Source: an optimization exercise on an open RTL-to-GDS flow (aim: small area). Production flows keep margins and buffers that such runs may drop.
Only simulation tests tie the RTL to the original design; equivalence was not proved.

## design/flow/config.mk

```make
export PLATFORM = sky130hd
export DESIGN_NAME = cordic
export DESIGN_NICKNAME = cordic
export VERILOG_FILES = /design/flow/design.v
export SDC_FILE = /design/flow/constraint.sdc
export NUM_CORES = 4
export LEC_CHECK = 0
export CAP_MARGIN = 20
export CORE_MARGIN = 2
export CORE_UTILIZATION = 40
export CTS_BUF_LIST = sky130_fd_sc_hd__clkbuf_16
export CTS_CLUSTER_DIAMETER = 150
export CTS_CLUSTER_SIZE = 25
export SLEW_MARGIN = 20
```

## design/flow/constraint.sdc

```tcl
create_clock -name core_clock -period 15.0 [get_ports {clk}]
set_input_delay 3.0000 -clock core_clock [delete_from_list [all_inputs] [get_ports {clk}]]
set_output_delay 3.0000 -clock core_clock [all_outputs]
set_load 0.01 [all_outputs]
```

## design/flow/design.v

```verilog
module cordic_cia #(parameter N = 30, parameter B = 8) (
	input [N-1:0] a,
	input [N-1:0] b,
	input cin,
	output [N-1:0] s
);
localparam NB = (N + B - 1) / B;
wire [NB:0] bc;           
assign bc[0] = cin;
genvar k, m;
generate
	for (m = 0; m < NB; m = m + 1) begin : blk
		localparam LO = B * m;
		localparam HI = (B * m + B - 1 < N) ? B * m + B - 1 : N - 1;
		localparam W = HI - LO + 1;
		wire [W:0] c;
		wire [W-1:0] s0;
		assign c[0] = (m == 0) ? cin : 1'b0;
		for (k = 0; k < W; k = k + 1) begin : fab
			assign s0[k] = a[LO+k] ^ b[LO+k] ^ c[k];
			assign c[k+1] = (a[LO+k] & b[LO+k]) | (a[LO+k] & c[k]) | (b[LO+k] & c[k]);
		end
		if (m == 0) begin : first
			assign s[HI:LO] = s0;
			assign bc[1] = c[W];
		end else begin : inc
			wire [W:0] p;         
			assign p[0] = 1'b1;
			for (k = 0; k < W; k = k + 1) begin : pa
				assign p[k+1] = p[k] & s0[k];
			end
			for (k = 0; k < W; k = k + 1) begin : sx
				assign s[LO+k] = s0[k] ^ (bc[m] & p[k]);
			end
			assign bc[m+1] = c[W] | (bc[m] & p[W]);
		end
	end
endgenerate
endmodule
module cordic_sx #(parameter N = 30, parameter LO = 10, parameter B = 8) (
	input [N-1:0] a,
	input [LO:0] b,           
	input sgn,
	input cin,
	output [N-1:0] s
);
wire cl;
genvar k;
generate
	if (LO > 0) begin : lo
		wire [LO-1:0] sl;
		cordic_cia #(LO + 1, B) ulo (.a({1'b0, a[LO-1:0]}), .b({1'b0, b[LO-1:0]}), .cin(cin), .s({cl, sl}));
		assign s[LO-1:0] = sl;
	end else begin : nolo
		assign cl = cin;
	end
endgenerate
wire inc = cl & ~sgn;
wire dec = ~cl & sgn;
wire [N-LO:0] p1;        
wire [N-LO:0] p0;        
assign p1[0] = 1'b1;
assign p0[0] = 1'b1;
generate
	for (k = 0; k < N - LO; k = k + 1) begin : hi
		assign p1[k+1] = p1[k] & a[LO+k];
		assign p0[k+1] = p0[k] & ~a[LO+k];
		assign s[LO+k] = a[LO+k] ^ ((inc & p1[k]) | (dec & p0[k]));
	end
endgenerate
endmodule
module cordic (
	input clk,
	input rst,
	input in_valid,
	input signed [31:0] angle,
	output reg out_valid,
	output signed [31:0] cosine,
	output signed [31:0] sine,
	output signed [31:0] finalAngle
);
wire [30:0] a = angle[30:0];
wire [1:0] q = (a > 31'd1264972284) ? 2'd3 : (a > 31'd843314856) ? 2'd2 : (a > 31'd421657428) ? 2'd1 : 2'd0;
reg [31:0] c0;
always @* begin
	case (q)
	2'd0: c0 = 32'hffffffff;
	2'd1: c0 = 32'he6de04ab;
	2'd2: c0 = 32'hcdbc0956;
	2'd3: c0 = 32'hb49a0e02;
	endcase
end
wire [31:0] w0f;
cordic_cia #(32, 8) uw0 (.a({1'b0, a}), .b(c0), .cin(1'b0), .s(w0f));
wire [29:0] w0 = w0f[29:0];
wire signed [31:0] wx0 = {{2{w0_s1[29]}}, w0_s1};
wire [0:0] d0 = ~w0_s1[29];
wire [1:0] cm1;
assign cm1[0] = wx0 >= -32'sd210828714;
assign cm1[1] = wx0 >= 32'sd210828714;
wire [0:0] d1 = cm1[{d0}];
wire [3:0] cm2;
assign cm2[0] = wx0 >= -32'sd335288171;
assign cm2[1] = wx0 >= -32'sd86369257;
assign cm2[2] = wx0 >= 32'sd86369257;
assign cm2[3] = wx0 >= 32'sd335288171;
wire [0:0] d2 = cm2[{d0, d1}];
reg [26:0] kc0;
always @* begin
	case ({d0, d1, d2})
	0: kc0 = 27'h7e7862a;
	1: kc0 = 27'h10a8ac;
	2: kc0 = 27'h11152a8;
	3: kc0 = 27'h13a752a;
	4: kc0 = 27'h6c58ad6;
	5: kc0 = 27'h6eead58;
	6: kc0 = 27'h7ef5754;
	7: kc0 = 27'h1879d6;
	default: kc0 = 27'h0;
	endcase
end
wire [26:0] w3;
cordic_cia #(27, 32) ua0 (.a(wx0[26:0]), .b(kc0), .cin(1'b0), .s(w3));
wire signed [31:0] wx3 = {{5{w3_s2[26]}}, w3_s2};
wire [0:0] d3 = ~w3_s2[26];
wire [1:0] cm4;
assign cm4[0] = wx3 >= -32'sd33381289;
assign cm4[1] = wx3 >= 32'sd33381289;
wire [0:0] d4 = cm4[{d3}];
wire [3:0] cm5;
assign cm5[0] = wx3 >= -32'sd50136710;
assign cm5[1] = wx3 >= -32'sd16625868;
assign cm5[2] = wx3 >= 32'sd16625868;
assign cm5[3] = wx3 >= 32'sd50136710;
wire [0:0] d5 = cm5[{d3, d4}];
wire [7:0] cm6;
assign cm6[0] = wx3 >= -32'sd58522588;
assign cm6[1] = wx3 >= -32'sd41750832;
assign cm6[2] = wx3 >= -32'sd25011746;
assign cm6[3] = wx3 >= -32'sd8239990;
assign cm6[4] = wx3 >= 32'sd8239990;
assign cm6[5] = wx3 >= 32'sd25011746;
assign cm6[6] = wx3 >= 32'sd41750832;
assign cm6[7] = wx3 >= 32'sd58522588;
wire [0:0] d6 = cm6[{d3, d4, d5}];
reg [22:0] kc3;
always @* begin
	case ({d3, d4, d5, d6})
	0: kc3 = 23'h3cfa86;
	1: kc3 = 23'h3cfd32;
	2: kc3 = 23'h3d0fda;
	3: kc3 = 23'h3d1286;
	4: kc3 = 23'h3da4cc;
	5: kc3 = 23'h3da778;
	6: kc3 = 23'h3dba20;
	7: kc3 = 23'h3dbccc;
	8: kc3 = 23'h424334;
	9: kc3 = 23'h4245e0;
	10: kc3 = 23'h425888;
	11: kc3 = 23'h425b34;
	12: kc3 = 23'h42ed7a;
	13: kc3 = 23'h42f026;
	14: kc3 = 23'h4302ce;
	15: kc3 = 23'h43057a;
	default: kc3 = 23'h0;
	endcase
end
wire [22:0] w7;
cordic_cia #(23, 32) ua3 (.a(wx3[22:0]), .b(kc3), .cin(1'b0), .s(w7));
wire signed [31:0] wx7 = {{9{w7_s3[22]}}, w7_s3};
wire [0:0] d7 = ~w7_s3[22];
wire [1:0] cm8;
assign cm8[0] = wx7 >= -32'sd2097109;
assign cm8[1] = wx7 >= 32'sd2097109;
wire [0:0] d8 = cm8[{d7}];
wire [3:0] cm9;
assign cm9[0] = wx7 >= -32'sd3145679;
assign cm9[1] = wx7 >= -32'sd1048539;
assign cm9[2] = wx7 >= 32'sd1048539;
assign cm9[3] = wx7 >= 32'sd3145679;
wire [0:0] d9 = cm9[{d7, d8}];
wire [7:0] cm10;
assign cm10[0] = wx7 >= -32'sd3669966;
assign cm10[1] = wx7 >= -32'sd2621392;
assign cm10[2] = wx7 >= -32'sd1572826;
assign cm10[3] = wx7 >= -32'sd524252;
assign cm10[4] = wx7 >= 32'sd524252;
assign cm10[5] = wx7 >= 32'sd1572826;
assign cm10[6] = wx7 >= 32'sd2621392;
assign cm10[7] = wx7 >= 32'sd3669966;
wire [0:0] d10 = cm10[{d7, d8, d9}];
reg [18:0] kc7;
always @* begin
	case ({d7, d8, d9, d10})
	0: kc7 = 19'h3ffcd;
	1: kc7 = 19'h3ffcf;
	2: kc7 = 19'h3ffcf;
	3: kc7 = 19'h3ffd1;
	4: kc7 = 19'h3ffd9;
	5: kc7 = 19'h3ffdb;
	6: kc7 = 19'h3ffdb;
	7: kc7 = 19'h3ffdd;
	8: kc7 = 19'h40023;
	9: kc7 = 19'h40025;
	10: kc7 = 19'h40025;
	11: kc7 = 19'h40027;
	12: kc7 = 19'h4002f;
	13: kc7 = 19'h40031;
	14: kc7 = 19'h40031;
	15: kc7 = 19'h40033;
	default: kc7 = 19'h0;
	endcase
end
wire [18:0] w11;
cordic_cia #(19, 32) ua7 (.a(wx7[18:0]), .b(kc7), .cin(1'b0), .s(w11));
wire signed [31:0] wx11 = {{13{w11_s4[18]}}, w11_s4};
wire [0:0] d11 = ~w11_s4[18];
wire [1:0] cm12;
assign cm12[0] = wx11 >= -32'sd131071;
assign cm12[1] = wx11 >= 32'sd131071;
wire [0:0] d12 = cm12[{d11}];
wire [3:0] cm13;
assign cm13[0] = wx11 >= -32'sd196606;
assign cm13[1] = wx11 >= -32'sd65536;
assign cm13[2] = wx11 >= 32'sd65536;
assign cm13[3] = wx11 >= 32'sd196606;
wire [0:0] d13 = cm13[{d11, d12}];
wire [7:0] cm14;
assign cm14[0] = wx11 >= -32'sd229373;
assign cm14[1] = wx11 >= -32'sd163839;
assign cm14[2] = wx11 >= -32'sd98303;
assign cm14[3] = wx11 >= -32'sd32769;
assign cm14[4] = wx11 >= 32'sd32769;
assign cm14[5] = wx11 >= 32'sd98303;
assign cm14[6] = wx11 >= 32'sd163839;
assign cm14[7] = wx11 >= 32'sd229373;
wire [0:0] d14 = cm14[{d11, d12, d13}];
reg [15:0] kc11;
always @* begin
	case ({d11, d12, d13, d14})
	0: kc11 = 16'hbffc;
	1: kc11 = 16'h3ffe;
	2: kc11 = 16'hbffe;
	3: kc11 = 16'h4000;
	4: kc11 = 16'hbffe;
	5: kc11 = 16'h4000;
	6: kc11 = 16'hc000;
	7: kc11 = 16'h4002;
	8: kc11 = 16'hbffe;
	9: kc11 = 16'h4000;
	10: kc11 = 16'hc000;
	11: kc11 = 16'h4002;
	12: kc11 = 16'hc000;
	13: kc11 = 16'h4002;
	14: kc11 = 16'hc002;
	15: kc11 = 16'h4004;
	default: kc11 = 16'h0;
	endcase
end
wire [15:0] w15;
cordic_cia #(16, 32) ua11 (.a(wx11[15:0]), .b(kc11), .cin(1'b0), .s(w15));
wire signed [31:0] wx15 = {{16{w15_s5[15]}}, w15_s5};
wire [0:0] d15 = ~w15_s5[15];
wire [1:0] cm16;
assign cm16[0] = wx15 >= -32'sd8191;
assign cm16[1] = wx15 >= 32'sd8191;
wire [0:0] d16 = cm16[{d15}];
wire [3:0] cm17;
assign cm17[0] = wx15 >= -32'sd12286;
assign cm17[1] = wx15 >= -32'sd4096;
assign cm17[2] = wx15 >= 32'sd4096;
assign cm17[3] = wx15 >= 32'sd12286;
wire [0:0] d17 = cm17[{d15, d16}];
wire [7:0] cm18;
assign cm18[0] = wx15 >= -32'sd14333;
assign cm18[1] = wx15 >= -32'sd10239;
assign cm18[2] = wx15 >= -32'sd6143;
assign cm18[3] = wx15 >= -32'sd2049;
assign cm18[4] = wx15 >= 32'sd2049;
assign cm18[5] = wx15 >= 32'sd6143;
assign cm18[6] = wx15 >= 32'sd10239;
assign cm18[7] = wx15 >= 32'sd14333;
wire [0:0] d18 = cm18[{d15, d16, d17}];
reg [11:0] kc15;
always @* begin
	case ({d15, d16, d17, d18})
	0: kc15 = 12'hbfc;
	1: kc15 = 12'h3fe;
	2: kc15 = 12'hbfe;
	3: kc15 = 12'h400;
	4: kc15 = 12'hbfe;
	5: kc15 = 12'h400;
	6: kc15 = 12'hc00;
	7: kc15 = 12'h402;
	8: kc15 = 12'hbfe;
	9: kc15 = 12'h400;
	10: kc15 = 12'hc00;
	11: kc15 = 12'h402;
	12: kc15 = 12'hc00;
	13: kc15 = 12'h402;
	14: kc15 = 12'hc02;
	15: kc15 = 12'h404;
	default: kc15 = 12'h0;
	endcase
end
wire [11:0] w19;
cordic_cia #(12, 32) ua15 (.a(wx15[11:0]), .b(kc15), .cin(1'b0), .s(w19));
wire signed [31:0] wx19 = {{20{w19_s6[11]}}, w19_s6};
wire [0:0] d19 = ~w19_s6[11];
wire [1:0] cm20;
assign cm20[0] = wx19 >= -32'sd511;
assign cm20[1] = wx19 >= 32'sd511;
wire [0:0] d20 = cm20[{d19}];
wire [3:0] cm21;
assign cm21[0] = wx19 >= -32'sd766;
assign cm21[1] = wx19 >= -32'sd256;
assign cm21[2] = wx19 >= 32'sd256;
assign cm21[3] = wx19 >= 32'sd766;
wire [0:0] d21 = cm21[{d19, d20}];
wire [7:0] cm22;
assign cm22[0] = wx19 >= -32'sd893;
assign cm22[1] = wx19 >= -32'sd639;
assign cm22[2] = wx19 >= -32'sd383;
assign cm22[3] = wx19 >= -32'sd129;
assign cm22[4] = wx19 >= 32'sd129;
assign cm22[5] = wx19 >= 32'sd383;
assign cm22[6] = wx19 >= 32'sd639;
assign cm22[7] = wx19 >= 32'sd893;
wire [0:0] d22 = cm22[{d19, d20, d21}];
reg [7:0] kc19;
always @* begin
	case ({d19, d20, d21, d22})
	0: kc19 = 8'hbc;
	1: kc19 = 8'h3e;
	2: kc19 = 8'hbe;
	3: kc19 = 8'h40;
	4: kc19 = 8'hbe;
	5: kc19 = 8'h40;
	6: kc19 = 8'hc0;
	7: kc19 = 8'h42;
	8: kc19 = 8'hbe;
	9: kc19 = 8'h40;
	10: kc19 = 8'hc0;
	11: kc19 = 8'h42;
	12: kc19 = 8'hc0;
	13: kc19 = 8'h42;
	14: kc19 = 8'hc2;
	15: kc19 = 8'h44;
	default: kc19 = 8'h0;
	endcase
end
wire [7:0] w23;
cordic_cia #(8, 32) ua19 (.a(wx19[7:0]), .b(kc19), .cin(1'b0), .s(w23));
wire signed [31:0] wx23 = {{24{w23_s7[7]}}, w23_s7};
wire [0:0] d23 = ~w23_s7[7];
wire [1:0] cm24;
assign cm24[0] = wx23 >= -32'sd31;
assign cm24[1] = wx23 >= 32'sd31;
wire [0:0] d24 = cm24[{d23}];
wire [3:0] cm25;
assign cm25[0] = wx23 >= -32'sd46;
assign cm25[1] = wx23 >= -32'sd16;
assign cm25[2] = wx23 >= 32'sd16;
assign cm25[3] = wx23 >= 32'sd46;
wire [0:0] d25 = cm25[{d23, d24}];
wire [7:0] cm26;
assign cm26[0] = wx23 >= -32'sd53;
assign cm26[1] = wx23 >= -32'sd39;
assign cm26[2] = wx23 >= -32'sd23;
assign cm26[3] = wx23 >= -32'sd9;
assign cm26[4] = wx23 >= 32'sd9;
assign cm26[5] = wx23 >= 32'sd23;
assign cm26[6] = wx23 >= 32'sd39;
assign cm26[7] = wx23 >= 32'sd53;
wire [0:0] d26 = cm26[{d23, d24, d25}];
reg [5:0] kc23;
always @* begin
	case ({d23, d24, d25, d26})
	0: kc23 = 6'h38;
	1: kc23 = 6'h32;
	2: kc23 = 6'h2a;
	3: kc23 = 6'h24;
	4: kc23 = 6'h1a;
	5: kc23 = 6'h14;
	6: kc23 = 6'hc;
	7: kc23 = 6'h6;
	8: kc23 = 6'h3a;
	9: kc23 = 6'h34;
	10: kc23 = 6'h2c;
	11: kc23 = 6'h26;
	12: kc23 = 6'h1c;
	13: kc23 = 6'h16;
	14: kc23 = 6'he;
	15: kc23 = 6'h8;
	default: kc23 = 6'h0;
	endcase
end
wire [5:0] w27;
cordic_cia #(6, 32) ua23 (.a(wx23[5:0]), .b(kc23), .cin(1'b0), .s(w27));
wire signed [31:0] wx27 = {{26{w27_s8[5]}}, w27_s8};
wire [0:0] d27 = ~w27_s8[5];
wire [1:0] cm28;
assign cm28[0] = wx27 >= -32'sd2;
assign cm28[1] = wx27 >= 32'sd2;
wire [0:0] d28 = cm28[{d27}];
wire [3:0] cm29;
assign cm29[0] = wx27 >= -32'sd3;
assign cm29[1] = wx27 >= -32'sd1;
assign cm29[2] = wx27 >= 32'sd1;
assign cm29[3] = wx27 >= 32'sd3;
wire [0:0] d29 = cm29[{d27, d28}];
wire [7:0] cm30;
assign cm30[0] = wx27 >= -32'sd3;
assign cm30[1] = wx27 >= -32'sd3;
assign cm30[2] = wx27 >= -32'sd1;
assign cm30[3] = wx27 >= -32'sd1;
assign cm30[4] = wx27 >= 32'sd1;
assign cm30[5] = wx27 >= 32'sd1;
assign cm30[6] = wx27 >= 32'sd3;
assign cm30[7] = wx27 >= 32'sd3;
wire [0:0] d30 = cm30[{d27, d28, d29}];
reg [5:0] kc27;
always @* begin
	case ({d27, d28, d29, d30})
	0: kc27 = 6'h3;
	1: kc27 = 6'h3;
	2: kc27 = 6'h3;
	3: kc27 = 6'h3;
	4: kc27 = 6'h1;
	5: kc27 = 6'h1;
	6: kc27 = 6'h1;
	7: kc27 = 6'h1;
	8: kc27 = 6'h3f;
	9: kc27 = 6'h3f;
	10: kc27 = 6'h3f;
	11: kc27 = 6'h3f;
	12: kc27 = 6'h3d;
	13: kc27 = 6'h3d;
	14: kc27 = 6'h3d;
	15: kc27 = 6'h3d;
	default: kc27 = 6'h0;
	endcase
end
wire [5:0] w31;
cordic_cia #(6, 32) ua27 (.a(wx27[5:0]), .b(kc27), .cin(1'b0), .s(w31));
wire [5:0] nw31 = ~w31;
wire [30:0] fin;
cordic_cia #(31, 8) ufin (.a(a_s8), .b({{25{nw31[5]}}, nw31}), .cin(1'b0), .s(fin));
reg [29:0] xF, yF;
always @* begin
	case ({q_s3, d0_s3, d1_s3, d2_s3})
	0: begin xF = 30'h30361fdd; yF = 30'h0136e9db; end
	1: begin xF = 30'h32a3f393; yF = 30'h088064ff; end
	2: begin xF = 30'h377f9b00; yF = 30'h0d5c0c6d; end
	3: begin xF = 30'h3ec91624; yF = 30'h0fc9e025; end
	4: begin xF = 30'h0136e9dc; yF = 30'h0fc9e023; end
	5: begin xF = 30'h08806500; yF = 30'h0d5c0c6d; end
	6: begin xF = 30'h0d5c0c6d; yF = 30'h08806500; end
	7: begin xF = 30'h0fc9e023; yF = 30'h0136e9dc; end
	8: begin xF = 30'h0136e9dc; yF = 30'h0fc9e023; end
	9: begin xF = 30'h08806500; yF = 30'h0d5c0c6d; end
	10: begin xF = 30'h0d5c0c6d; yF = 30'h08806500; end
	11: begin xF = 30'h0fc9e023; yF = 30'h0136e9dc; end
	12: begin xF = 30'h0fc9e025; yF = 30'h3ec91624; end
	13: begin xF = 30'h0d5c0c6d; yF = 30'h377f9b00; end
	14: begin xF = 30'h088064ff; yF = 30'h32a3f393; end
	15: begin xF = 30'h0136e9db; yF = 30'h30361fdd; end
	16: begin xF = 30'h0fc9e025; yF = 30'h3ec91624; end
	17: begin xF = 30'h0d5c0c6d; yF = 30'h377f9b00; end
	18: begin xF = 30'h088064ff; yF = 30'h32a3f393; end
	19: begin xF = 30'h0136e9db; yF = 30'h30361fdd; end
	20: begin xF = 30'h3ec91626; yF = 30'h30361fdb; end
	21: begin xF = 30'h377f9b00; yF = 30'h32a3f393; end
	22: begin xF = 30'h32a3f393; yF = 30'h377f9b00; end
	23: begin xF = 30'h30361fdb; yF = 30'h3ec91626; end
	24: begin xF = 30'h3ec91626; yF = 30'h30361fdb; end
	25: begin xF = 30'h377f9b00; yF = 30'h32a3f393; end
	26: begin xF = 30'h32a3f393; yF = 30'h377f9b00; end
	27: begin xF = 30'h30361fdb; yF = 30'h3ec91626; end
	28: begin xF = 30'h30361fdd; yF = 30'h0136e9db; end
	29: begin xF = 30'h32a3f393; yF = 30'h088064ff; end
	30: begin xF = 30'h377f9b00; yF = 30'h0d5c0c6d; end
	31: begin xF = 30'h3ec91624; yF = 30'h0fc9e025; end
	default: begin xF = 30'h0; yF = 30'h0; end
	endcase
end
wire [0:0] nd3 = ~d3_s3;
wire [29:0] x4;
wire [29:0] y4;
cordic_sx #(30, 26, 10) ux3 (.a(xF), .b({1'b0, yF[28:3]} ^ {27{nd3}}), .sgn(yF[29] ^ nd3), .cin(nd3), .s(x4));
cordic_sx #(30, 26, 10) uy3 (.a(yF), .b({1'b0, xF[28:3]} ^ {27{d3_s3}}), .sgn(xF[29] ^ d3_s3), .cin(d3_s3), .s(y4));
wire [0:0] nd4 = ~d4_s3;
wire [29:0] x5;
wire [29:0] y5;
cordic_sx #(30, 25, 10) ux4 (.a(x4), .b({1'b0, y4[28:4]} ^ {26{nd4}}), .sgn(y4[29] ^ nd4), .cin(nd4), .s(x5));
cordic_sx #(30, 25, 10) uy4 (.a(y4), .b({1'b0, x4[28:4]} ^ {26{d4_s3}}), .sgn(x4[29] ^ d4_s3), .cin(d4_s3), .s(y5));
wire [0:0] nd5 = ~d5_s3;
wire [29:0] x6;
wire [29:0] y6;
cordic_sx #(30, 24, 10) ux5 (.a(x5), .b({1'b0, y5[28:5]} ^ {25{nd5}}), .sgn(y5[29] ^ nd5), .cin(nd5), .s(x6));
cordic_sx #(30, 24, 10) uy5 (.a(y5), .b({1'b0, x5[28:5]} ^ {25{d5_s3}}), .sgn(x5[29] ^ d5_s3), .cin(d5_s3), .s(y6));
wire [0:0] nd6 = ~d6_s4;
wire [29:0] x7;
wire [29:0] y7;
cordic_sx #(30, 23, 16) ux6 (.a(x6_s4), .b({1'b0, y6_s4[28:6]} ^ {24{nd6}}), .sgn(y6_s4[29] ^ nd6), .cin(nd6), .s(x7));
cordic_sx #(30, 23, 16) uy6 (.a(y6_s4), .b({1'b0, x6_s4[28:6]} ^ {24{d6_s4}}), .sgn(x6_s4[29] ^ d6_s4), .cin(d6_s4), .s(y7));
wire [0:0] nd7 = ~d7_s4;
wire [29:0] x8;
wire [29:0] y8;
cordic_sx #(30, 22, 16) ux7 (.a(x7), .b({1'b0, y7[28:7]} ^ {23{nd7}}), .sgn(y7[29] ^ nd7), .cin(nd7), .s(x8));
cordic_sx #(30, 22, 16) uy7 (.a(y7), .b({1'b0, x7[28:7]} ^ {23{d7_s4}}), .sgn(x7[29] ^ d7_s4), .cin(d7_s4), .s(y8));
wire [0:0] nd8 = ~d8_s5;
wire [29:0] x9;
wire [29:0] y9;
cordic_sx #(30, 21, 14) ux8 (.a(x8_s5), .b({1'b0, y8_s5[28:8]} ^ {22{nd8}}), .sgn(y8_s5[29] ^ nd8), .cin(nd8), .s(x9));
cordic_sx #(30, 21, 14) uy8 (.a(y8_s5), .b({1'b0, x8_s5[28:8]} ^ {22{d8_s5}}), .sgn(x8_s5[29] ^ d8_s5), .cin(d8_s5), .s(y9));
wire [0:0] nd9 = ~d9_s5;
wire [29:0] x10;
wire [29:0] y10;
cordic_sx #(30, 20, 14) ux9 (.a(x9), .b({1'b0, y9[28:9]} ^ {21{nd9}}), .sgn(y9[29] ^ nd9), .cin(nd9), .s(x10));
cordic_sx #(30, 20, 14) uy9 (.a(y9), .b({1'b0, x9[28:9]} ^ {21{d9_s5}}), .sgn(x9[29] ^ d9_s5), .cin(d9_s5), .s(y10));
wire [0:0] nd10 = ~d10_s6;
wire [29:0] x11;
wire [29:0] y11;
cordic_sx #(30, 19, 14) ux10 (.a(x10_s6), .b({1'b0, y10_s6[28:10]} ^ {20{nd10}}), .sgn(y10_s6[29] ^ nd10), .cin(nd10), .s(x11));
cordic_sx #(30, 19, 14) uy10 (.a(y10_s6), .b({1'b0, x10_s6[28:10]} ^ {20{d10_s6}}), .sgn(x10_s6[29] ^ d10_s6), .cin(d10_s6), .s(y11));
wire [0:0] nd11 = ~d11_s6;
wire [29:0] x12;
wire [29:0] y12;
cordic_sx #(30, 18, 14) ux11 (.a(x11), .b({1'b0, y11[28:11]} ^ {19{nd11}}), .sgn(y11[29] ^ nd11), .cin(nd11), .s(x12));
cordic_sx #(30, 18, 14) uy11 (.a(y11), .b({1'b0, x11[28:11]} ^ {19{d11_s6}}), .sgn(x11[29] ^ d11_s6), .cin(d11_s6), .s(y12));
wire [0:0] nd12 = ~d12_s7;
wire [29:0] x13;
wire [29:0] y13;
cordic_sx #(30, 17, 12) ux12 (.a(x12_s7), .b({1'b0, y12_s7[28:12]} ^ {18{nd12}}), .sgn(y12_s7[29] ^ nd12), .cin(nd12), .s(x13));
cordic_sx #(30, 17, 12) uy12 (.a(y12_s7), .b({1'b0, x12_s7[28:12]} ^ {18{d12_s7}}), .sgn(x12_s7[29] ^ d12_s7), .cin(d12_s7), .s(y13));
wire [0:0] nd13 = ~d13_s7;
wire [29:0] x14;
wire [29:0] y14;
cordic_sx #(30, 16, 12) ux13 (.a(x13), .b({1'b0, y13[28:13]} ^ {17{nd13}}), .sgn(y13[29] ^ nd13), .cin(nd13), .s(x14));
cordic_sx #(30, 16, 12) uy13 (.a(y13), .b({1'b0, x13[28:13]} ^ {17{d13_s7}}), .sgn(x13[29] ^ d13_s7), .cin(d13_s7), .s(y14));
wire [0:0] nd14 = ~d14_s8;
wire [29:0] x15;
wire [29:0] y15;
cordic_sx #(30, 15, 12) ux14 (.a(x14_s8), .b({1'b0, y14_s8[28:14]} ^ {16{nd14}}), .sgn(y14_s8[29] ^ nd14), .cin(nd14), .s(x15));
cordic_sx #(30, 15, 12) uy14 (.a(y14_s8), .b({1'b0, x14_s8[28:14]} ^ {16{d14_s8}}), .sgn(x14_s8[29] ^ d14_s8), .cin(d14_s8), .s(y15));
wire [0:0] nd15 = ~d15_s8;
wire [29:0] x16;
wire [29:0] y16;
cordic_sx #(30, 14, 12) ux15 (.a(x15), .b({1'b0, y15[28:15]} ^ {15{nd15}}), .sgn(y15[29] ^ nd15), .cin(nd15), .s(x16));
cordic_sx #(30, 14, 12) uy15 (.a(y15), .b({1'b0, x15[28:15]} ^ {15{d15_s8}}), .sgn(x15[29] ^ d15_s8), .cin(d15_s8), .s(y16));
wire [0:0] nd16 = ~d16_s9;
wire [29:0] x17;
wire [29:0] y17;
cordic_sx #(30, 13, 10) ux16 (.a(x16_s9), .b({1'b0, y16_s9[28:16]} ^ {14{nd16}}), .sgn(y16_s9[29] ^ nd16), .cin(nd16), .s(x17));
cordic_sx #(30, 13, 10) uy16 (.a(y16_s9), .b({1'b0, x16_s9[28:16]} ^ {14{d16_s9}}), .sgn(x16_s9[29] ^ d16_s9), .cin(d16_s9), .s(y17));
wire [0:0] nd17 = ~d17_s9;
wire [29:0] x18;
wire [29:0] y18;
cordic_sx #(30, 12, 10) ux17 (.a(x17), .b({1'b0, y17[28:17]} ^ {13{nd17}}), .sgn(y17[29] ^ nd17), .cin(nd17), .s(x18));
cordic_sx #(30, 12, 10) uy17 (.a(y17), .b({1'b0, x17[28:17]} ^ {13{d17_s9}}), .sgn(x17[29] ^ d17_s9), .cin(d17_s9), .s(y18));
wire [0:0] nd18 = ~d18_s10;
wire [29:0] x19;
wire [29:0] y19;
cordic_sx #(30, 11, 12) ux18 (.a(x18_s10), .b({1'b0, y18_s10[28:18]} ^ {12{nd18}}), .sgn(y18_s10[29] ^ nd18), .cin(nd18), .s(x19));
cordic_sx #(30, 11, 12) uy18 (.a(y18_s10), .b({1'b0, x18_s10[28:18]} ^ {12{d18_s10}}), .sgn(x18_s10[29] ^ d18_s10), .cin(d18_s10), .s(y19));
wire [0:0] nd19 = ~d19_s10;
wire [29:0] x20;
wire [29:0] y20;
cordic_sx #(30, 10, 12) ux19 (.a(x19), .b({1'b0, y19[28:19]} ^ {11{nd19}}), .sgn(y19[29] ^ nd19), .cin(nd19), .s(x20));
cordic_sx #(30, 10, 12) uy19 (.a(y19), .b({1'b0, x19[28:19]} ^ {11{d19_s10}}), .sgn(x19[29] ^ d19_s10), .cin(d19_s10), .s(y20));
wire [0:0] nd20 = ~d20_s11;
wire [29:0] x21;
wire [29:0] y21;
cordic_sx #(30, 9, 12) ux20 (.a(x20_s11), .b({1'b0, y20_s11[28:20]} ^ {10{nd20}}), .sgn(y20_s11[29] ^ nd20), .cin(nd20), .s(x21));
cordic_sx #(30, 9, 12) uy20 (.a(y20_s11), .b({1'b0, x20_s11[28:20]} ^ {10{d20_s11}}), .sgn(x20_s11[29] ^ d20_s11), .cin(d20_s11), .s(y21));
wire [0:0] nd21 = ~d21_s11;
wire [29:0] x22;
wire [29:0] y22;
cordic_sx #(30, 8, 12) ux21 (.a(x21), .b({1'b0, y21[28:21]} ^ {9{nd21}}), .sgn(y21[29] ^ nd21), .cin(nd21), .s(x22));
cordic_sx #(30, 8, 12) uy21 (.a(y21), .b({1'b0, x21[28:21]} ^ {9{d21_s11}}), .sgn(x21[29] ^ d21_s11), .cin(d21_s11), .s(y22));
wire [0:0] nd22 = ~d22_s12;
wire [29:0] x23;
wire [29:0] y23;
cordic_sx #(30, 7, 14) ux22 (.a(x22_s12), .b({1'b0, y22_s12[28:22]} ^ {8{nd22}}), .sgn(y22_s12[29] ^ nd22), .cin(nd22), .s(x23));
cordic_sx #(30, 7, 14) uy22 (.a(y22_s12), .b({1'b0, x22_s12[28:22]} ^ {8{d22_s12}}), .sgn(x22_s12[29] ^ d22_s12), .cin(d22_s12), .s(y23));
wire [0:0] nd23 = ~d23_s12;
wire [29:0] x24;
wire [29:0] y24;
cordic_sx #(30, 6, 14) ux23 (.a(x23), .b({1'b0, y23[28:23]} ^ {7{nd23}}), .sgn(y23[29] ^ nd23), .cin(nd23), .s(x24));
cordic_sx #(30, 6, 14) uy23 (.a(y23), .b({1'b0, x23[28:23]} ^ {7{d23_s12}}), .sgn(x23[29] ^ d23_s12), .cin(d23_s12), .s(y24));
wire [0:0] nd24 = ~d24_s13;
wire [29:0] x25;
wire [29:0] y25;
cordic_sx #(30, 5, 12) ux24 (.a(x24_s13), .b({1'b0, y24_s13[28:24]} ^ {6{nd24}}), .sgn(y24_s13[29] ^ nd24), .cin(nd24), .s(x25));
cordic_sx #(30, 5, 12) uy24 (.a(y24_s13), .b({1'b0, x24_s13[28:24]} ^ {6{d24_s13}}), .sgn(x24_s13[29] ^ d24_s13), .cin(d24_s13), .s(y25));
wire [0:0] nd25 = ~d25_s13;
wire [29:0] x26;
wire [29:0] y26;
cordic_sx #(30, 4, 12) ux25 (.a(x25), .b({1'b0, y25[28:25]} ^ {5{nd25}}), .sgn(y25[29] ^ nd25), .cin(nd25), .s(x26));
cordic_sx #(30, 4, 12) uy25 (.a(y25), .b({1'b0, x25[28:25]} ^ {5{d25_s13}}), .sgn(x25[29] ^ d25_s13), .cin(d25_s13), .s(y26));
wire [0:0] nd26 = ~d26_s13;
wire [29:0] x27;
wire [29:0] y27;
cordic_sx #(30, 3, 12) ux26 (.a(x26), .b({1'b0, y26[28:26]} ^ {4{nd26}}), .sgn(y26[29] ^ nd26), .cin(nd26), .s(x27));
cordic_sx #(30, 3, 12) uy26 (.a(y26), .b({1'b0, x26[28:26]} ^ {4{d26_s13}}), .sgn(x26[29] ^ d26_s13), .cin(d26_s13), .s(y27));
wire [0:0] nd27 = ~d27_s14;
wire [29:0] x28;
wire [29:0] y28;
cordic_sx #(30, 2, 12) ux27 (.a(x27_s14), .b({1'b0, y27_s14[28:27]} ^ {3{nd27}}), .sgn(y27_s14[29] ^ nd27), .cin(nd27), .s(x28));
cordic_sx #(30, 2, 12) uy27 (.a(y27_s14), .b({1'b0, x27_s14[28:27]} ^ {3{d27_s14}}), .sgn(x27_s14[29] ^ d27_s14), .cin(d27_s14), .s(y28));
wire [0:0] nd28 = ~d28_s14;
wire [29:0] x29;
wire [29:0] y29;
cordic_sx #(30, 1, 12) ux28 (.a(x28), .b({1'b0, y28[28:28]} ^ {2{nd28}}), .sgn(y28[29] ^ nd28), .cin(nd28), .s(x29));
cordic_sx #(30, 1, 12) uy28 (.a(y28), .b({1'b0, x28[28:28]} ^ {2{d28_s14}}), .sgn(x28[29] ^ d28_s14), .cin(d28_s14), .s(y29));
wire [0:0] nd29 = ~d29_s14;
wire [29:0] x30;
wire [29:0] y30;
cordic_sx #(30, 0, 12) ux29 (.a(x29), .b(1'b0 ^ {1{nd29}}), .sgn(y29[29] ^ nd29), .cin(nd29), .s(x30));
cordic_sx #(30, 0, 12) uy29 (.a(y29), .b(1'b0 ^ {1{d29_s14}}), .sgn(x29[29] ^ d29_s14), .cin(d29_s14), .s(y30));
wire [0:0] nd30 = ~d30_s14;
wire [29:0] x31;
wire [29:0] y31;
cordic_sx #(30, 0, 12) ux30 (.a(x30), .b(1'b0 ^ {1{nd30}}), .sgn(y30[29] ^ nd30), .cin(nd30), .s(x31));
cordic_sx #(30, 0, 12) uy30 (.a(y30), .b(1'b0 ^ {1{d30_s14}}), .sgn(x30[29] ^ d30_s14), .cin(d30_s14), .s(y31));
assign sine = {{2{x31[29]}}, x31};
assign cosine = {{2{y31[29]}}, y31};
assign finalAngle = {1'b0, fin_s14};
reg [12:0] vpipe;
always @(posedge clk) begin
	if (rst) begin
		vpipe <= 13'd0;
		out_valid <= 1'b0;
	end else begin
		vpipe <= {vpipe[11:0], in_valid};
		out_valid <= vpipe[12];
	end
end
reg [29:0] w0_s1;
always @(posedge clk) w0_s1 <= w0;
reg [26:0] w3_s2;
always @(posedge clk) w3_s2 <= w3;
reg [22:0] w7_s3;
always @(posedge clk) w7_s3 <= w7;
reg [18:0] w11_s4;
always @(posedge clk) w11_s4 <= w11;
reg [15:0] w15_s5;
always @(posedge clk) w15_s5 <= w15;
reg [11:0] w19_s6;
always @(posedge clk) w19_s6 <= w19;
reg [7:0] w23_s7;
always @(posedge clk) w23_s7 <= w23;
reg [5:0] w27_s8;
always @(posedge clk) w27_s8 <= w27;
reg [30:0] a_s1;
always @(posedge clk) a_s1 <= a;
reg [30:0] a_s2;
always @(posedge clk) a_s2 <= a_s1;
reg [30:0] a_s3;
always @(posedge clk) a_s3 <= a_s2;
reg [30:0] a_s4;
always @(posedge clk) a_s4 <= a_s3;
reg [30:0] a_s5;
always @(posedge clk) a_s5 <= a_s4;
reg [30:0] a_s6;
always @(posedge clk) a_s6 <= a_s5;
reg [30:0] a_s7;
always @(posedge clk) a_s7 <= a_s6;
reg [30:0] a_s8;
always @(posedge clk) a_s8 <= a_s7;
reg [1:0] q_s1;
always @(posedge clk) q_s1 <= q;
reg [1:0] q_s2;
always @(posedge clk) q_s2 <= q_s1;
reg [1:0] q_s3;
always @(posedge clk) q_s3 <= q_s2;
reg [0:0] d0_s2;
always @(posedge clk) d0_s2 <= d0;
reg [0:0] d0_s3;
always @(posedge clk) d0_s3 <= d0_s2;
reg [0:0] d1_s2;
always @(posedge clk) d1_s2 <= d1;
reg [0:0] d1_s3;
always @(posedge clk) d1_s3 <= d1_s2;
reg [0:0] d2_s2;
always @(posedge clk) d2_s2 <= d2;
reg [0:0] d2_s3;
always @(posedge clk) d2_s3 <= d2_s2;
reg [0:0] d3_s3;
always @(posedge clk) d3_s3 <= d3;
reg [0:0] d4_s3;
always @(posedge clk) d4_s3 <= d4;
reg [0:0] d5_s3;
always @(posedge clk) d5_s3 <= d5;
reg [29:0] x6_s4;
always @(posedge clk) x6_s4 <= x6;
reg [29:0] y6_s4;
always @(posedge clk) y6_s4 <= y6;
reg [0:0] d6_s3;
always @(posedge clk) d6_s3 <= d6;
reg [0:0] d6_s4;
always @(posedge clk) d6_s4 <= d6_s3;
reg [0:0] d7_s4;
always @(posedge clk) d7_s4 <= d7;
reg [29:0] x8_s5;
always @(posedge clk) x8_s5 <= x8;
reg [29:0] y8_s5;
always @(posedge clk) y8_s5 <= y8;
reg [0:0] d8_s4;
always @(posedge clk) d8_s4 <= d8;
reg [0:0] d8_s5;
always @(posedge clk) d8_s5 <= d8_s4;
reg [0:0] d9_s4;
always @(posedge clk) d9_s4 <= d9;
reg [0:0] d9_s5;
always @(posedge clk) d9_s5 <= d9_s4;
reg [29:0] x10_s6;
always @(posedge clk) x10_s6 <= x10;
reg [29:0] y10_s6;
always @(posedge clk) y10_s6 <= y10;
reg [0:0] d10_s4;
always @(posedge clk) d10_s4 <= d10;
reg [0:0] d10_s5;
always @(posedge clk) d10_s5 <= d10_s4;
reg [0:0] d10_s6;
always @(posedge clk) d10_s6 <= d10_s5;
reg [0:0] d11_s5;
always @(posedge clk) d11_s5 <= d11;
reg [0:0] d11_s6;
always @(posedge clk) d11_s6 <= d11_s5;
reg [29:0] x12_s7;
always @(posedge clk) x12_s7 <= x12;
reg [29:0] y12_s7;
always @(posedge clk) y12_s7 <= y12;
reg [0:0] d12_s5;
always @(posedge clk) d12_s5 <= d12;
reg [0:0] d12_s6;
always @(posedge clk) d12_s6 <= d12_s5;
reg [0:0] d12_s7;
always @(posedge clk) d12_s7 <= d12_s6;
reg [0:0] d13_s5;
always @(posedge clk) d13_s5 <= d13;
reg [0:0] d13_s6;
always @(posedge clk) d13_s6 <= d13_s5;
reg [0:0] d13_s7;
always @(posedge clk) d13_s7 <= d13_s6;
reg [29:0] x14_s8;
always @(posedge clk) x14_s8 <= x14;
reg [29:0] y14_s8;
always @(posedge clk) y14_s8 <= y14;
reg [0:0] d14_s5;
always @(posedge clk) d14_s5 <= d14;
reg [0:0] d14_s6;
always @(posedge clk) d14_s6 <= d14_s5;
reg [0:0] d14_s7;
always @(posedge clk) d14_s7 <= d14_s6;
reg [0:0] d14_s8;
always @(posedge clk) d14_s8 <= d14_s7;
reg [0:0] d15_s6;
always @(posedge clk) d15_s6 <= d15;
reg [0:0] d15_s7;
always @(posedge clk) d15_s7 <= d15_s6;
reg [0:0] d15_s8;
always @(posedge clk) d15_s8 <= d15_s7;
reg [29:0] x16_s9;
always @(posedge clk) x16_s9 <= x16;
reg [29:0] y16_s9;
always @(posedge clk) y16_s9 <= y16;
reg [0:0] d16_s6;
always @(posedge clk) d16_s6 <= d16;
reg [0:0] d16_s7;
always @(posedge clk) d16_s7 <= d16_s6;
reg [0:0] d16_s8;
always @(posedge clk) d16_s8 <= d16_s7;
reg [0:0] d16_s9;
always @(posedge clk) d16_s9 <= d16_s8;
reg [0:0] d17_s6;
always @(posedge clk) d17_s6 <= d17;
reg [0:0] d17_s7;
always @(posedge clk) d17_s7 <= d17_s6;
reg [0:0] d17_s8;
always @(posedge clk) d17_s8 <= d17_s7;
reg [0:0] d17_s9;
always @(posedge clk) d17_s9 <= d17_s8;
reg [29:0] x18_s10;
always @(posedge clk) x18_s10 <= x18;
reg [29:0] y18_s10;
always @(posedge clk) y18_s10 <= y18;
reg [0:0] d18_s6;
always @(posedge clk) d18_s6 <= d18;
reg [0:0] d18_s7;
always @(posedge clk) d18_s7 <= d18_s6;
reg [0:0] d18_s8;
always @(posedge clk) d18_s8 <= d18_s7;
reg [0:0] d18_s9;
always @(posedge clk) d18_s9 <= d18_s8;
reg [0:0] d18_s10;
always @(posedge clk) d18_s10 <= d18_s9;
reg [0:0] d19_s7;
always @(posedge clk) d19_s7 <= d19;
reg [0:0] d19_s8;
always @(posedge clk) d19_s8 <= d19_s7;
reg [0:0] d19_s9;
always @(posedge clk) d19_s9 <= d19_s8;
reg [0:0] d19_s10;
always @(posedge clk) d19_s10 <= d19_s9;
reg [29:0] x20_s11;
always @(posedge clk) x20_s11 <= x20;
reg [29:0] y20_s11;
always @(posedge clk) y20_s11 <= y20;
reg [0:0] d20_s7;
always @(posedge clk) d20_s7 <= d20;
reg [0:0] d20_s8;
always @(posedge clk) d20_s8 <= d20_s7;
reg [0:0] d20_s9;
always @(posedge clk) d20_s9 <= d20_s8;
reg [0:0] d20_s10;
always @(posedge clk) d20_s10 <= d20_s9;
reg [0:0] d20_s11;
always @(posedge clk) d20_s11 <= d20_s10;
reg [0:0] d21_s7;
always @(posedge clk) d21_s7 <= d21;
reg [0:0] d21_s8;
always @(posedge clk) d21_s8 <= d21_s7;
reg [0:0] d21_s9;
always @(posedge clk) d21_s9 <= d21_s8;
reg [0:0] d21_s10;
always @(posedge clk) d21_s10 <= d21_s9;
reg [0:0] d21_s11;
always @(posedge clk) d21_s11 <= d21_s10;
reg [29:0] x22_s12;
always @(posedge clk) x22_s12 <= x22;
reg [29:0] y22_s12;
always @(posedge clk) y22_s12 <= y22;
reg [0:0] d22_s7;
always @(posedge clk) d22_s7 <= d22;
reg [0:0] d22_s8;
always @(posedge clk) d22_s8 <= d22_s7;
reg [0:0] d22_s9;
always @(posedge clk) d22_s9 <= d22_s8;
reg [0:0] d22_s10;
always @(posedge clk) d22_s10 <= d22_s9;
reg [0:0] d22_s11;
always @(posedge clk) d22_s11 <= d22_s10;
reg [0:0] d22_s12;
always @(posedge clk) d22_s12 <= d22_s11;
reg [0:0] d23_s8;
always @(posedge clk) d23_s8 <= d23;
reg [0:0] d23_s9;
always @(posedge clk) d23_s9 <= d23_s8;
reg [0:0] d23_s10;
always @(posedge clk) d23_s10 <= d23_s9;
reg [0:0] d23_s11;
always @(posedge clk) d23_s11 <= d23_s10;
reg [0:0] d23_s12;
always @(posedge clk) d23_s12 <= d23_s11;
reg [29:0] x24_s13;
always @(posedge clk) x24_s13 <= x24;
reg [29:0] y24_s13;
always @(posedge clk) y24_s13 <= y24;
reg [0:0] d24_s8;
always @(posedge clk) d24_s8 <= d24;
reg [0:0] d24_s9;
always @(posedge clk) d24_s9 <= d24_s8;
reg [0:0] d24_s10;
always @(posedge clk) d24_s10 <= d24_s9;
reg [0:0] d24_s11;
always @(posedge clk) d24_s11 <= d24_s10;
reg [0:0] d24_s12;
always @(posedge clk) d24_s12 <= d24_s11;
reg [0:0] d24_s13;
always @(posedge clk) d24_s13 <= d24_s12;
reg [0:0] d25_s8;
always @(posedge clk) d25_s8 <= d25;
reg [0:0] d25_s9;
always @(posedge clk) d25_s9 <= d25_s8;
reg [0:0] d25_s10;
always @(posedge clk) d25_s10 <= d25_s9;
reg [0:0] d25_s11;
always @(posedge clk) d25_s11 <= d25_s10;
reg [0:0] d25_s12;
always @(posedge clk) d25_s12 <= d25_s11;
reg [0:0] d25_s13;
always @(posedge clk) d25_s13 <= d25_s12;
reg [0:0] d26_s8;
always @(posedge clk) d26_s8 <= d26;
reg [0:0] d26_s9;
always @(posedge clk) d26_s9 <= d26_s8;
reg [0:0] d26_s10;
always @(posedge clk) d26_s10 <= d26_s9;
reg [0:0] d26_s11;
always @(posedge clk) d26_s11 <= d26_s10;
reg [0:0] d26_s12;
always @(posedge clk) d26_s12 <= d26_s11;
reg [0:0] d26_s13;
always @(posedge clk) d26_s13 <= d26_s12;
reg [29:0] x27_s14;
always @(posedge clk) x27_s14 <= x27;
reg [29:0] y27_s14;
always @(posedge clk) y27_s14 <= y27;
reg [0:0] d27_s9;
always @(posedge clk) d27_s9 <= d27;
reg [0:0] d27_s10;
always @(posedge clk) d27_s10 <= d27_s9;
reg [0:0] d27_s11;
always @(posedge clk) d27_s11 <= d27_s10;
reg [0:0] d27_s12;
always @(posedge clk) d27_s12 <= d27_s11;
reg [0:0] d27_s13;
always @(posedge clk) d27_s13 <= d27_s12;
reg [0:0] d27_s14;
always @(posedge clk) d27_s14 <= d27_s13;
reg [0:0] d28_s9;
always @(posedge clk) d28_s9 <= d28;
reg [0:0] d28_s10;
always @(posedge clk) d28_s10 <= d28_s9;
reg [0:0] d28_s11;
always @(posedge clk) d28_s11 <= d28_s10;
reg [0:0] d28_s12;
always @(posedge clk) d28_s12 <= d28_s11;
reg [0:0] d28_s13;
always @(posedge clk) d28_s13 <= d28_s12;
reg [0:0] d28_s14;
always @(posedge clk) d28_s14 <= d28_s13;
reg [0:0] d29_s9;
always @(posedge clk) d29_s9 <= d29;
reg [0:0] d29_s10;
always @(posedge clk) d29_s10 <= d29_s9;
reg [0:0] d29_s11;
always @(posedge clk) d29_s11 <= d29_s10;
reg [0:0] d29_s12;
always @(posedge clk) d29_s12 <= d29_s11;
reg [0:0] d29_s13;
always @(posedge clk) d29_s13 <= d29_s12;
reg [0:0] d29_s14;
always @(posedge clk) d29_s14 <= d29_s13;
reg [0:0] d30_s9;
always @(posedge clk) d30_s9 <= d30;
reg [0:0] d30_s10;
always @(posedge clk) d30_s10 <= d30_s9;
reg [0:0] d30_s11;
always @(posedge clk) d30_s11 <= d30_s10;
reg [0:0] d30_s12;
always @(posedge clk) d30_s12 <= d30_s11;
reg [0:0] d30_s13;
always @(posedge clk) d30_s13 <= d30_s12;
reg [0:0] d30_s14;
always @(posedge clk) d30_s14 <= d30_s13;
reg [30:0] fin_s9;
always @(posedge clk) fin_s9 <= fin;
reg [30:0] fin_s10;
always @(posedge clk) fin_s10 <= fin_s9;
reg [30:0] fin_s11;
always @(posedge clk) fin_s11 <= fin_s10;
reg [30:0] fin_s12;
always @(posedge clk) fin_s12 <= fin_s11;
reg [30:0] fin_s13;
always @(posedge clk) fin_s13 <= fin_s12;
reg [30:0] fin_s14;
always @(posedge clk) fin_s14 <= fin_s13;
endmodule
```

## design/flow/run.sh

```bash
#!/bin/bash
# synth_recipe.tcl (not shown) runs the flow's synth.tcl, then flattens the netlist and writes it again
# the make line also repeats each setting of config.mk as NAME=value (left out here)
make -C /OpenROAD-flow-scripts/flow DESIGN_CONFIG=/design/flow/config.mk WORK_HOME=/design/flow/orfs CLKGATE_MAP_FILE= SYNTH_SCRIPT=/design/flow/synth_recipe.tcl finish
```

==> run summary <==
-- timing repair --
| action | CTS | global route |
|---|---|---|
| hold buffers | 0 | 0 |
| setup endpoints to repair | 0 | 22 |
| resized for setup | 0 | 19 |
-- cells in the mapped netlist (138+ instances only) --
library cell / number
dfxtp_1: 1394
nor4_1: 146
o21ai_0: 331
nor3_1: 248
nand3_1: 264
fa_1: 750
xor2_1: 776
nand4_1: 138
nor2_1: 634
clkbuf_1: 268
mux2i_1: 150
xnor2_1: 1138
ha_1: 262
nand2_1: 650
inv_1: 740
a21oi_1: 316
-- layer usage --
metal  up-vias  part of all wire [%]
met1     31800                    40
li1      33000                     -
met4         0                   3.0
met5         -                     0
met3       301                   2.6
met2      1074                    54
-- cells by family (layout without fill, tap and decap cells) --
logic type / Yosys count / after routing / share of synthesized area (%)
AO/OA/AOI/OAI: 1339 / 1339 / 9.36
other: 1 / 4 / 0.00401
buffers and inverters: 1103 / 1026 / 4.53
adder cells (fa/ha/maj): 1014 / 1014 / 19.6
XOR/XNOR: 1927 / 1927 / 18.2
AND/OR/NAND/NOR: 2954 / 2954 / 16.4
multiplexers: 177 / 177 / 2.01
flip-flops: 1394 / 1394 / 29.9
-- stage by stage --
| stage | std cells | instance area, um2 |
|---|---|---|
| 2_1_floorplan | 9909 | 93400 |
| 3_3_place_gp | 12800 | 97700 |
| 3_5_place_dp | 12800 | 97700 |
| 4_1_cts | 12900 | 99500 |
| 5_1_grt | 12900 | 99600 |
| 6_report | 12900 | 99600 |
-- layout by cell type, fill, tap and decap left out, types with 20 or more instances in the layout --
master | synthesis | final
dfxtp_1 | 1394 | 1377
xnor2_1 | 1138 | 1137
xor2_1 | 776 | 774
fa_1 | 750 | 750
inv_1 | 740 | 740
nand2_1 | 650 | 650
nor2_1 | 634 | 633
o21ai_0 | 331 | 331
a21oi_1 | 316 | 316
nand3_1 | 264 | 264
ha_1 | 262 | 262
nor3_1 | 248 | 248
mux2i_1 | 150 | 150
nor4_1 | 146 | 143
nand4_1 | 138 | 138
or3_1 | 130 | 130
clkdlybuf4s50_1 | 0 | 129
and3_1 | 120 | 120
nand2b_1 | 113 | 113
a31oi_1 | 113 | 113
or2_2 | 80 | 80
buf_4 | 9 | 76
nor2b_1 | 74 | 73
clkbuf_16 | 0 | 68
and2_1 | 66 | 66
o31ai_1 | 54 | 54
or4_1 | 54 | 53
o22ai_1 | 52 | 52
and4_1 | 47 | 47
nor3b_1 | 44 | 43
o21a_1 | 42 | 42
o211ai_1 | 39 | 39
a22oi_1 | 30 | 30
a211oi_1 | 25 | 25
nand3b_1 | 24 | 24
o21bai_1 | 24 | 24
a32oi_1 | 22 | 22
a21o_1 | 20 | 20
mux2_2 | 20 | 20
-- area by class of cell --
cell class / instances / area, um2
Sequential cell: 1394 / 27900
Tap cell: 3043 / 3810
Antenna cell: 3 / 7.51
Clock inverter: 8 / 150
Inverter: 745 / 2800
Fill cell: 22400 / 133000
Multi-Input combinational cell: 7412 / 61400
Timing Repair Buffer: 205 / 1860
Clock buffer: 68 / 1700
-- critical path: cells and delay by family, from the launching register on --
kind | cells | cell delay, ns
AND/OR/NAND/NOR | 15 | 3.08
XOR/XNOR | 5 | 0.93
AO/OA/AOI/OAI | 2 | 0.37
buffers and inverters | 2 | 0.12
adder cells (fa/ha/maj) | 24 | 9.04
flip-flops | 1 | 0.52
-- path summary, 6_finish.rpt --
kind	slack (ns)	endpoint	cells past startpoint	from
max	0.78	y16_s9[29]$_DFF_P_	48	d14_s8$_DFF_P_
min	0.28	fin_s12[27]$_DFF_P_	0	fin_s11[27]$_DFF_P_
max reg2reg	0.78	y16_s9[29]$_DFF_P_	48	d14_s8$_DFF_P_
min reg2reg	0.28	fin_s12[27]$_DFF_P_	0	fin_s11[27]$_DFF_P_
==> flow_summary_export.csv <==
group,metric,value,unit
route,num_vias,66100,
logic_synthesis,synth-seq-cells,1394,
hold_path,hold_class,"register to register",
timing,fin_crit,14.22,ns
logic_synthesis,synth_cell_types,129,
timing,period_share,94.8,%
global_routing,grt.overflow.total,0,
timing,whs,0.277,ns
final_layout,syn_to_final_growth,6.63,%
setup_path,crit_required,15.58,ns
global_routing,grtUsageTotal,17.4,%
outcome,status,"timing/DRC/antenna clean",
timing,maxSlewHeadroom,16.2,%
setup_path,worst_ep_arrival_time,14.80,ns
final_layout,layout-drive-gt1-share,3.98,%
timing,rsz0062_at_grt,"false",
setup_path,path_max_fanout,15,
logic_synthesis,syn_inst,9909,
route,ant_nets,0,
die,chipWidth,487,um
cts,clock_path_buffers,3,
die,fp.coreArea,232000,um2
global_routing,antenna_found_initial,1,
timing,slew_violations,0,
timing,fmaxAchievable,70.3,MHz
global_routing,use_met1,19.6,%
timing,worst_slack,0.781,ns
cts,cts_buffers,66,
flow_run,drv_cap,0,
die,initial_core_util,40.2,%
timing,finalHoldViolations,0,
route,routed_via_density,5.13,
global_routing,met3_usage,1.41,%
die,num_rows,177,
die,io-pin-count,132,
global_routing,grt_pass1_wl,342,mm
logic_synthesis,synthesis.area,93400,um2
global_routing,top_usage_layer,"met2",
setup_path,path_class,"register to register",
place,hpwl,172,mm
setup_path,path_common_cell,"fa_1",
cts,cts-root-buf,"clkbuf_16",
cts,htree_num_levels,3,
cts,clkTransAtPathRegs,0.10,ns
logic_synthesis,synth_top_cell_by_area,"dfxtp_1",
final_layout,final_util,42.9,%
global_routing,use_met2,34.1,%
die,die_y,487,um
place,pre_cts_slack,0.434,ns
setup_path,critPathCaptureType,"register",
route,route.detailed.drc,0,
timing,worst_pin_slew,1.26,ns
logic_synthesis,ys.warnings.count,1,
cts,clkSinkCount,1394,
logic_synthesis,ys_seq_area_share,29.9,%
logic_synthesis,synthFlopType,"dfxtp_1",
global_routing,grt_pass1_vias,66400,
logic_synthesis,yosysTopAreaCellShare,29.9,%
route,post_drt_wl_per_cell,16.2,um
timing,final-setup-viol-count,0,
setup_path,cp_slowest_cell,"dfxtp_4",
timing,clock_skew,0.0585,ns
timing,setup-tns-final,0,ns
route,drt_pass1_iterations,5,
cts,clk_latency,0.74,ns
place,gp_congestion,0.854,
logic_synthesis,synth-edff-count,0,
logic_synthesis,synth.area.top_cells,"dfxtp_1 30%, fa_1 16%, xnor2_1 11%",
cts,cts_setup_buffers,0,
final_layout,nets,10900,
global_routing,grt_max_degree,61,
route,drt_iter0_drc,3287,
route,wl,209,mm
logic_synthesis,syn_area_per_cell,9.43,um2
setup_path,critPathMaxStageDelay,0.52,ns
logic_synthesis,syn_nets,11000,
cts,cts_tree,"yes",
place,port_buffers,129,
die,dieArea,237000,um2
logic_synthesis,async_flop_share,0,%
setup_path,setup.worst_path.start_class,"register",

re-timing with driven ports:
The flow's constraints put no driver on any port. The routed layout listed below was extracted and timed again, unchanged, in two steps.
Step 1 assumes that a clkbuf_16 drives the clock port and a buf_2 every other input.
Step 2, shift: input delay + t, output delay - t, t = (earliest + latest rising clock arrival at the registers) / 2. This alone moves slack from input paths to output paths.
a / b / c = ideal / step 1 / step 2; a / b = the first two.
t (ns): 0.785
setup WS [ns]: 0.781 / 0.777 / 0.781
hold WS [ns]: 0.277 / 0.277 / 0.277
worst data-port slew with drivers (ns): 0.04
pins driven straight from the clock port: 1
After both steps setup and hold are still met in this run. For this run, drivers alone change the setup slack by -0.004 ns; drivers and shift together by 0.000 ns.
